This is an optimization exercise on Yosys and OpenROAD, whose aim is small area and a short achievable clock period, not a production implementation. Function was checked by simulation only, so behaviour that the tests miss may differ from the original.

Design top_level, start of the top module:
module top_level(f1,f2,p,in_1,in_2,out,clk,clk2);
input [7:0]in_1, in_2;
input clk;
input clk2;
input [15:0]p;   
input [15:0]f1,f2;  
output [15:0]out;
wire       nz1_d, nz2_d;
wire [2:0] k1_d, k2_d;
wire [6:0] xf1_d, xf2_d;
convert cv1 (.int8(in_1), .nz(nz1_d), .k(k1_d), .xf(xf1_d));
convert cv2 (.int8(in_2), .nz(nz2_d), .k(k2_d), .xf(xf2_d));
reg        nz1, nz2, s1, s2;
reg  [4:0] e1, e2;
reg  [6:0] xf1, xf2;
reg  [9:0] bm1, bm2;
reg  [12:0] t31, t32;    
always @(posedge clk) begin
  t31 <= {2'b00, 1'b1, f1[9:0]} + {1'b0, 1'b1, f1[9:0], 1'b0};
  t32 <= {2'b00, 1'b1, f2[9:0]} + {1'b0, 1'b1, f2[9:0], 1'b0};
  nz1 <= nz1_d;  nz2 <= nz2_d;
  e1  <= f1[14:10] + {2'b00, k1_d};
  e2  <= f2[14:10] + {2'b00, k2_d};
  xf1 <= xf1_d;  xf2 <= xf2_d;
  s1  <= f1[15]; s2  <= f2[15];
  bm1 <= f1[9:0]; bm2 <= f2[9:0];
end
wire [18:7] P1_d, P2_d;
mult mu1 (.xf(xf1), .bm(bm1), .B3(t31), .P(P1_d));
mult mu2 (.xf(xf2), .bm(bm2), .B3(t32), .P(P2_d));
wire [15:0] m1_d, m2_d;
mult_norm mn1 (.nz(nz1), .s(s1), .e0(e1), .P(P1_d), .C(m1_d));
mult_norm mn2 (.nz(nz2), .s(s2), .e0(e2), .P(P2_d), .C(m2_d));
reg [15:0] m1, m2;
always @(posedge clk) begin
  m1 <= m1_d;
  m2 <= m2_d;
end
wire [14:0] sR_d;
wire [4:0]  sLe_d;
wire        sLs_d, sbz_d;
sadd_front sa1 (.A(m1), .B(m2), .R(sR_d), .Le(sLe_d), .Ls(sLs_d), .bz(sbz_d));
reg [14:0] sR;
reg [4:0]  sLe;
reg        sLs, sbz;
always @(posedge clk) begin
  sR  <= sR_d;
  sLe <= sLe_d;
  sLs <= sLs_d;
  sbz <= sbz_d;
end
wire [15:0] S_sum;
normalize  no1 (.R(sR), .Le(sLe), .Ls(sLs), .bz(sbz), .Z(S_sum));
wire [15:0] Y;
wire        ge_d;
wire [4:0]  sha_d, shb_d;
acc_pre ap (.T(S_sum), .p(p), .o(out), .sel(clk2), .Y(Y), .ge(ge_d), .sha(sha_d), .shb(shb_d));
reg [15:0] aA, aB;
reg        age;
reg [4:0]  asha, ashb;
always @(posedge clk) begin
  aA   <= S_sum;
  aB   <= Y;
  age  <= ge_d;
  ...
Settings: LEC_CHECK=0, ABC_AREA=1, CAP_MARGIN=20, CORE_MARGIN=2, CORE_UTILIZATION=55, PLACE_DENSITY=0.7, SLEW_MARGIN=20; clock period 13.5 ns.
standard.sh (not shown) runs the stock make flow with config.mk's settings and CLKGATE_MAP_FILE= SYNTH_SCRIPT=/design/flow/synth_recipe.tcl, a recipe that flattens the netlist after the stock synthesis.
==> flow/flow/run.sh <==
#!/bin/bash
set -euo pipefail
bash standard.sh synth > synth.log 2>&1
bash standard.sh SETUP_SLACK_MARGIN=9 TNS_END_PERCENT=0 "BUFFER_PORTS_ARGS=-buffer_cell sky130_fd_sc_hd__buf_2" finish > layout.log 2>&1
Then changed:
- CORE_UTILIZATION: 55 -> 65
- PLACE_DENSITY: 0.7 -> 0.75
Outcome: Utilization rose by 10 points; global-route usage rose by 5.4 points; die area fell by 15%; via count rose by 2.6%.
Then changed:
==> flow/flow/run.sh (replaced) <==
#!/bin/bash
set -euo pipefail
bash standard.sh synth > synth.log 2>&1
bash standard.sh SETUP_SLACK_MARGIN=9.2 TNS_END_PERCENT=10 "BUFFER_PORTS_ARGS=-buffer_cell sky130_fd_sc_hd__buf_2" finish > layout.log 2>&1
After rerunning: Core utilization rises by 2.4 points. Count of clock-buffer cells in the layout does not change. Worst hold slack stays flat. Routed wire length increases by a few percent. Synthesized cell count stays the same. Worst setup slack gains 31 ps. Flip-flop and latch count stays the same. Non-clock buffer count increases by 39.

-- separate check: timing with driven ports --
The results above use ideal ports. As a check the final layouts listed here were re-extracted and re-timed, cells and wires unchanged. Step 1 (the two cells are an assumption about what drives the block):
set clk [get_ports {clk}]
set_driving_cell -lib_cell sky130_fd_sc_hd__clkbuf_16 $clk
set_driving_cell -lib_cell sky130_fd_sc_hd__buf_2 [delete_from_list [all_inputs] $clk]
Step 2 adds t to the input delays and takes it off the output delays; t is the mean of the earliest and latest rising clock arrival at the registers after step 1. Input paths then give back, and output paths get back, about the clock's delay inside the block. Slacks: ideal ports / drivers / drivers and shift; pairs: ideal ports / drivers.
| run | t, ns | setup WS [ns] | clock arrival spread, ns | cell pins on the clock port's net |
|---|---|---|---|---|
| the first run | 0.499 | 9.003 / 8.948 / 8.809 | 0.013 / 0.013 | 1 |
| the second run | 0.492 | 8.976 / 8.922 / 8.743 | 0.014 / 0.015 | 1 |
| the third run | 0.505 | 9.008 / 8.952 / 8.761 | 0.018 / 0.018 | 1 |
After both steps setup and hold are still met in every run listed. The setup slack of the third run, which loses most, moves by -0.056 ns with the drivers and by -0.247 ns with both steps.
